Source: an optimization exercise on an open RTL-to-GDS flow (aim: small area, a short achievable clock period and few clock cycles per item). Production flows keep margins and buffers that such runs may drop.
The RTL was checked by simulation tests, not by an equivalence proof against the original design.
Power and IR drop assume default switching activity.

## red
Design booth, start of the top module:
module booth(clk, rst, inp, mtpr, mtpd, done, adds, subs, prod);
Settings: LEC_CHECK=0, CAP_MARGIN=20, CORE_MARGIN=2, CORE_UTILIZATION=40, PLACE_DENSITY=0.6, SETUP_SLACK_MARGIN=0.3, SLEW_MARGIN=20; clock period 6.0 ns.
standard.sh (not shown) runs the stock make flow with config.mk's settings and CLKGATE_MAP_FILE= SYNTH_SCRIPT=/design/flow/synth_recipe.tcl, a recipe that flattens the netlist after the stock synthesis.
==> flow/flow/run.sh <==
#!/bin/bash
# The standard layout (standard.sh) with two changes:
#  - synthesis runs Yosys's synth with -noabc, so the early "abc -fast" does not remap the
#    generated adder trees before extract_fa; the full adders then come out without the
#    inverters that the remapped polarity needs. Everything else in the synthesis script
#    (synth_recipe.tcl, ORFS synth.tcl, flatten, renaming) is unchanged, so are the registers.
#  - the port buffers that global placement inserts are sky130_fd_sc_hd__buf_4 instead of
#    the delay cell buffer_ports picks by default.
# Each tool's output goes to its own log in this folder (make's to flow_make.log; ORFS
# keeps per-step logs under orfs/logs).
set -euo pipefail
here=$(pwd)
sed 's/yosys synth -nofsm -noshare /yosys synth -nofsm -noshare -noabc /' synth_recipe.tcl > my_synth.tcl
grep -q -- '-noabc' my_synth.tcl
sed "s#SYNTH_SCRIPT=[^ ]*#SYNTH_SCRIPT=$here/my_synth.tcl#" standard.sh > my_standard.sh
grep -q "SYNTH_SCRIPT=$here/my_synth.tcl" my_standard.sh
export BUFFER_PORTS_ARGS="-buffer_cell sky130_fd_sc_hd__buf_4"
bash my_standard.sh > flow_make.log 2>&1
red: done, clean on timing, DRC and antenna
Testbench counts of red, summed over its fixed seeds: cycles 2,400, items 2,400.
Setup changes, red to blue
Settings: a change of SETUP_SLACK_MARGIN from 0.3 to 1.0.
Findings:
blue vs red: number of filler cells placed in the layout down slightly
red has a lower final design utilization than blue.
Worst hold margin: higher on red
red vs blue, capturing instance or port of the critical path: q[46] vs prod[55]
Placer's final routability congestion estimate: blue vs red down about 3%
Relative to blue, the following input files were edited for green:
Settings: SETUP_SLACK_MARGIN changed from 1.0 to 1.5.
[summary]
- Diff blue -> green | buffering stage count on the worst path with inverters included | decrease of 1
- Post-layout instance count excluding filler cells for green: 263 up relative to blue
- The standard cells in green occupy more silicon area than those in blue do.
- Power of the clock network was higher in blue than in green.
- a311oi_4 as the highest-delay cell along the critical path was reported by blue, and fa_1 by green.
- The launching instance or port of the critical path comes out q[62] in one run and q[71] in the other, namely in green and blue respectively.
- The final core area utilization of green exceeds that of blue by 8.5 points.
- Compared with blue, in green via count went up, maximum clock rate went up.
Changes in orange relative to green:
Settings: swapping 1.5 for 0.3 in SETUP_SLACK_MARGIN; swapping 0.6 for 0.7 in PLACE_DENSITY; swapping 40 for 55 in CORE_UTILIZATION.
==> summary.txt <==
- Cell at the slowest stage of the critical path: fa_1 -> green, mux2_2 -> orange
- orange vs green: final-layout clock-cell area share up in orange
- Across both runs, final worst-path cycle share was higher for orange than for green.
- Per the comparison of orange with green, multi-input combinational cell count -26; maximum ir drop on the vdd rail -about 16%; wire length of the first global-routing pass -20%; sequential share of cell area +2.7 points.
Input changes introduced in purple (baseline for comparison: orange):
Settings: swapping 0.7 for 0.6 in PLACE_DENSITY; swapping 0.3 for 0.8 in SETUP_SLACK_MARGIN; swapping 55 for 40 in CORE_UTILIZATION.
## What came out
Switching part of the total: higher on purple. purple against orange: net total in the final layout went down about 0.5%; cell area after layout went up about 2.2%; wire length of the first global-routing pass went up 8.9 mm. Re fraction of standard cell area that is sequential: purple and orange aren't equal, and the higher value belongs to orange.

* * *

job 2596:
Starting RTL as in the previous note.
export LEC_CHECK = 0
export CAP_MARGIN = 20
export CORE_MARGIN = 2
export CORE_UTILIZATION = 40
export PLACE_DENSITY = 0.6
export SETUP_SLACK_MARGIN = 0.9
export SLEW_MARGIN = 20
create_clock -name core_clock -period 6.0 [get_ports {clk}]
==> flow/flow/run.sh <==
#!/bin/bash
# The standard layout (standard.sh) with two changes:
#  - synthesis runs Yosys's synth with -noabc, so the early "abc -fast" does not remap the
#    generated adder trees before extract_fa; the full adders then come out without the
#    inverters that the remapped polarity needs. Everything else in the synthesis script
#    (synth_recipe.tcl, ORFS synth.tcl, flatten, renaming) is unchanged, so are the registers.
#  - the port buffers that global placement inserts are sky130_fd_sc_hd__buf_2 instead of
#    the delay cell buffer_ports picks by default.
# Each tool's output goes to its own log in this folder (make's to flow_make.log; ORFS
# keeps per-step logs under orfs/logs).
set -euo pipefail
here=$(pwd)
sed 's/yosys synth -nofsm -noshare /yosys synth -nofsm -noshare -noabc /' synth_recipe.tcl > my_synth.tcl
grep -q -- '-noabc' my_synth.tcl
sed "s#SYNTH_SCRIPT=[^ ]*#SYNTH_SCRIPT=$here/my_synth.tcl#" standard.sh > my_standard.sh
grep -q "SYNTH_SCRIPT=$here/my_synth.tcl" my_standard.sh
export BUFFER_PORTS_ARGS="-buffer_cell sky130_fd_sc_hd__buf_2"
bash my_standard.sh > flow_make.log 2>&1
Job 2596: full flow OK, the timing, design-rule and antenna checks passed
Testbench counts of job 2596, summed over its fixed seeds: cycles 2,400, items 2,400.
Edits applied to the flow inputs when going from job 2596 to job 9249:
Settings: SETUP_SLACK_MARGIN changed from 0.9 to 1.2.
diff --git a/flow/flow/run.sh b/flow/flow/run.sh
--- a/flow/flow/run.sh
+++ b/flow/flow/run.sh
@@ -7 +7 @@
-#  - the port buffers that global placement inserts are sky130_fd_sc_hd__buf_2 instead of
+#  - the port buffers that global placement inserts are sky130_fd_sc_hd__buf_4 instead of
@@ -17 +17 @@
-export BUFFER_PORTS_ARGS="-buffer_cell sky130_fd_sc_hd__buf_2"
+export BUFFER_PORTS_ARGS="-buffer_cell sky130_fd_sc_hd__buf_4"
==> summary.txt <==
- Re xor/xnor share of the synthesized area: no difference whatsoever between job 2596 and job 9249.
- The quantity of gates resized following cts reported for job 9249 is greater than that of job 2596 by 84.
- Diff job 2596 -> job 9249 | maximum achievable frequency | decrease of about 0.4%
- Reported for job 2596 and job 9249, number of levels the H-tree was split into turned out identical to the last digit.
- Diff job 2596 -> job 9249 | number of nets in the layout | up by a few percent
The inputs of job 1650 differ from those of job 9249 as listed below.
Settings: ABC_AREA newly set to 1.
### Flow results
Between job 1650 and job 9249, the power after layout is lower for job 1650.
Taking job 1650 as 1.0, job 9249 lands at 0.917 on maximum number of pins on one net before global-route repair.
Job 1650 vs job 9249: total buffers and inverters traversed by the critical path up in job 1650
Compared to job 9249, job 1650 has area after synthesis about 2% higher.
Job 1650 vs job 9249, instance count: job 1650 higher
Job 1650 ends up with a layout overhead on the synthesized area that is 1.8 points lower than in job 9249.
When job 1650 is set beside job 9249, its final cycle utilization of the critical path turns out to be 4.6 points smaller.
Inputs modified between job 1650 and job 4391:
Settings: ABC_AREA: 1 -> unset; SETUP_SLACK_MARGIN: 1.2 -> 2.0.
Findings:
Maximum operating frequency, job 1650 and job 4391, higher one = job 1650. Job 4391 vs job 1650, instance count: job 4391 lower. All of job 1650 and job 4391 finish clean. Job 4391 consumes more power than job 1650 does.
Changes in job 8645 relative to job 4391:
Settings: an added ABC_AREA of 1; a change of SETUP_SLACK_MARGIN from 2.0 to 0.9.
==> comparison <==
- Sort job 4391 and job 8645 by share of total power consumed by net switching, ascending, and job 4391 comes first.
- Looking at the reports, job 8645 completed the entire flow and the layout it produced met the timing, design-rule and antenna checks.
- Job 8645 ended up with in2reg as its critical path start-end classification; job 4391 ended up with reg2out.
- Total leakage power down about 1.6% in job 8645 wrt job 4391
- Job 8645 vs job 4391: compound-gate portion of the synthesized area down in job 8645
- Compared with job 4391, in job 8645 number of storage elements in the synthesis netlist shows no meaningful change; total power after layout now sits lower; time the final worst path needs with I/O delays and setup went up 0.12 ns.

* * *

Another version of the RTL of booth (not shown whole).
Size in the first run: about 2800 cells after synthesis, roughly 130 flip-flops, about 140 I/O pins.
Settings: LEC_CHECK=0, ABC_AREA=1, CAP_MARGIN=20, CORE_MARGIN=2, CORE_UTILIZATION=40, PLACE_DENSITY=0.6, SETUP_SLACK_MARGIN=0.9, SLEW_MARGIN=20; clock period 6.0 ns.
==> flow/flow/run.sh <==
#!/bin/bash
# The standard layout (standard.sh) with two changes:
#  - synthesis runs Yosys's synth with -noabc, so the early "abc -fast" does not remap the
#    generated adder trees before extract_fa; the full adders then come out without the
#    inverters that the remapped polarity needs. Everything else in the synthesis script
#    (synth_recipe.tcl, ORFS synth.tcl, flatten, renaming) is unchanged, so are the registers.
#  - the port buffers that global placement inserts are sky130_fd_sc_hd__buf_4 instead of
#    the delay cell buffer_ports picks by default.
# Each tool's output goes to its own log in this folder (make's to flow_make.log; ORFS
# keeps per-step logs under orfs/logs).
set -euo pipefail
here=$(pwd)
sed 's/yosys synth -nofsm -noshare /yosys synth -nofsm -noshare -noabc /' synth_recipe.tcl > my_synth.tcl
grep -q -- '-noabc' my_synth.tcl
sed "s#SYNTH_SCRIPT=[^ ]*#SYNTH_SCRIPT=$here/my_synth.tcl#" standard.sh > my_standard.sh
grep -q "SYNTH_SCRIPT=$here/my_synth.tcl" my_standard.sh
export BUFFER_PORTS_ARGS="-buffer_cell sky130_fd_sc_hd__buf_4"
bash my_standard.sh > flow_make.log 2>&1
The starting point finished clean.
Testbench counts at the start, summed over its fixed seeds: cycles 2,400, items 2,400.
Edit:
Settings changed: SETUP_SLACK_MARGIN 0.9 to 1.1.
Effect: The changed run passed the timing, design-rule and antenna checks; synthesized cell count stays the same; combinational power stays flat; final area is higher by 1.3%; core utilization is higher by 0.56 points; total power is higher by about 1%; fmax is higher by about 3%.
Edit:
Settings changed: SETUP_SLACK_MARGIN 1.1 to 1.2.
=> The changed run produced a clean layout. Maximum frequency came out higher slightly. Utilization increases by 0.53 points. Routed wire length came out lower slightly. Via count hardly moves.

* * *

Starting RTL as in the previous note.
// booth
module booth(clk, rst, inp, mtpr, mtpd, done, adds, subs, prod);
==> flow/config.mk <==
export PLATFORM = sky130hd
export DESIGN_NAME = booth
export DESIGN_NICKNAME = booth
export VERILOG_FILES = /design/flow/design.v
export SDC_FILE = /design/flow/constraint.sdc
export NUM_CORES = 4
export LEC_CHECK = 0
export ABC_AREA = 1
export CAP_MARGIN = 20
export CORE_MARGIN = 2
export CORE_UTILIZATION = 40
export PLACE_DENSITY = 0.6
export SETUP_SLACK_MARGIN = 1.5
export SLEW_MARGIN = 20
==> flow/constraint.sdc <==
create_clock -name core_clock -period 6.0 [get_ports {clk}]
set_input_delay 1.2000 -clock core_clock [delete_from_list [all_inputs] [get_ports {clk}]]
set_output_delay 1.2000 -clock core_clock [all_outputs]
set_load 0.01 [all_outputs]
Scripts as last shown in full above: flow/flow/run.sh
Testbench counts at the start, summed over its fixed seeds: cycles 2,400, items 2,400.
Next try:
Settings changed: SETUP_SLACK_MARGIN 1.5 to 1.3.
What happened:
- via count fell by a few percent
- non-clock buffer count fell by 22
- total power fell by a few percent
- final area fell by a few percent
- first-iteration DRC count fell by a few percent
- hold slack gets worse by 0.039 ns

==> static timing again, ports no longer ideal <==
The results above use ideal ports. As a check the final layouts listed here were re-extracted and re-timed, cells and wires unchanged. Step 1: set_driving_cell puts a clkbuf_16 on clk and a buf_2 on each other input, an assumption about the parent block. Step 2 times the ports against the registers' clock, not the clock port: input delays grow and output delays shrink by t, the midpoint of the rising clock arrivals with the driver on. Slacks: no drivers / after step 1 / after step 2; pairs: no drivers / after step 1.
| run | t (ns) | slack for setup (ns) | worst hold slack (ns) | worst setup path at the end | cell pins on the clock port's net |
|---|---|---|---|---|---|
| red | 0.544 | 0.593 / 0.610 / 0.065 | 1.154 / 1.113 / 1.657 | input to register | 1 |
| blue | 0.559 | 0.986 / 0.920 / 0.516 | 0.998 / 0.963 / 1.523 | input to register | 1 |
| green | 0.562 | 1.046 / 0.973 / 0.560 | 1.134 / 1.083 / 1.645 | input to register | 1 |
| orange | 0.537 | 0.517 / 0.516 / -0.021 | 1.321 / 1.286 / 1.687 | input to register | 1 |
| purple | 0.534 | 0.911 / 0.919 / 0.395 | 1.191 / 1.154 / 1.683 | input to register | 1 |
| job 2596 | 0.543 | 0.928 / 0.880 / 0.337 | 1.014 / 0.981 / 1.524 | input to register | 1 |
| job 9249 | 0.556 | 0.907 / 0.841 / 0.509 | 1.085 / 1.054 / 1.609 | input to register | 1 |
| job 1650 | 0.552 | 1.182 / 1.158 / 0.607 | 0.994 / 0.975 / 1.527 | input to register | 1 |
| job 4391 | 0.561 | 1.089 / 1.016 / 0.606 | 1.136 / 1.084 / 1.646 | input to register | 1 |
| job 8645 | 0.550 | 0.965 / 0.951 / 0.401 | 0.950 / 0.915 / 1.465 | input to register | 1 |
| the first run of note 3 | 0.550 | 0.993 / 0.841 / 0.291 | 1.123 / 1.085 / 1.635 | input to register | 1 |
| the second run of note 3 | 0.555 | 1.133 / 1.084 / 0.528 | 1.128 / 1.088 / 1.644 | input to register | 1 |
| the third run of note 3 | 0.541 | 1.208 / 1.144 / 0.603 | 0.971 / 0.933 / 1.474 | input to register | 1 |
| the first run of note 4 | 0.556 | 1.494 / 1.425 / 0.869 | 1.155 / 1.120 / 1.676 | input to register | 1 |
| the second run of note 4 | 0.537 | 1.334 / 1.302 / 0.765 | 1.116 / 1.081 / 1.618 | input to register | 1 |
With both steps, setup timing fails in orange, where it was met with ideal ports. The setup slack of the first run of note 3, which loses most, moves by -0.152 ns with the drivers and by -0.702 ns with both steps.
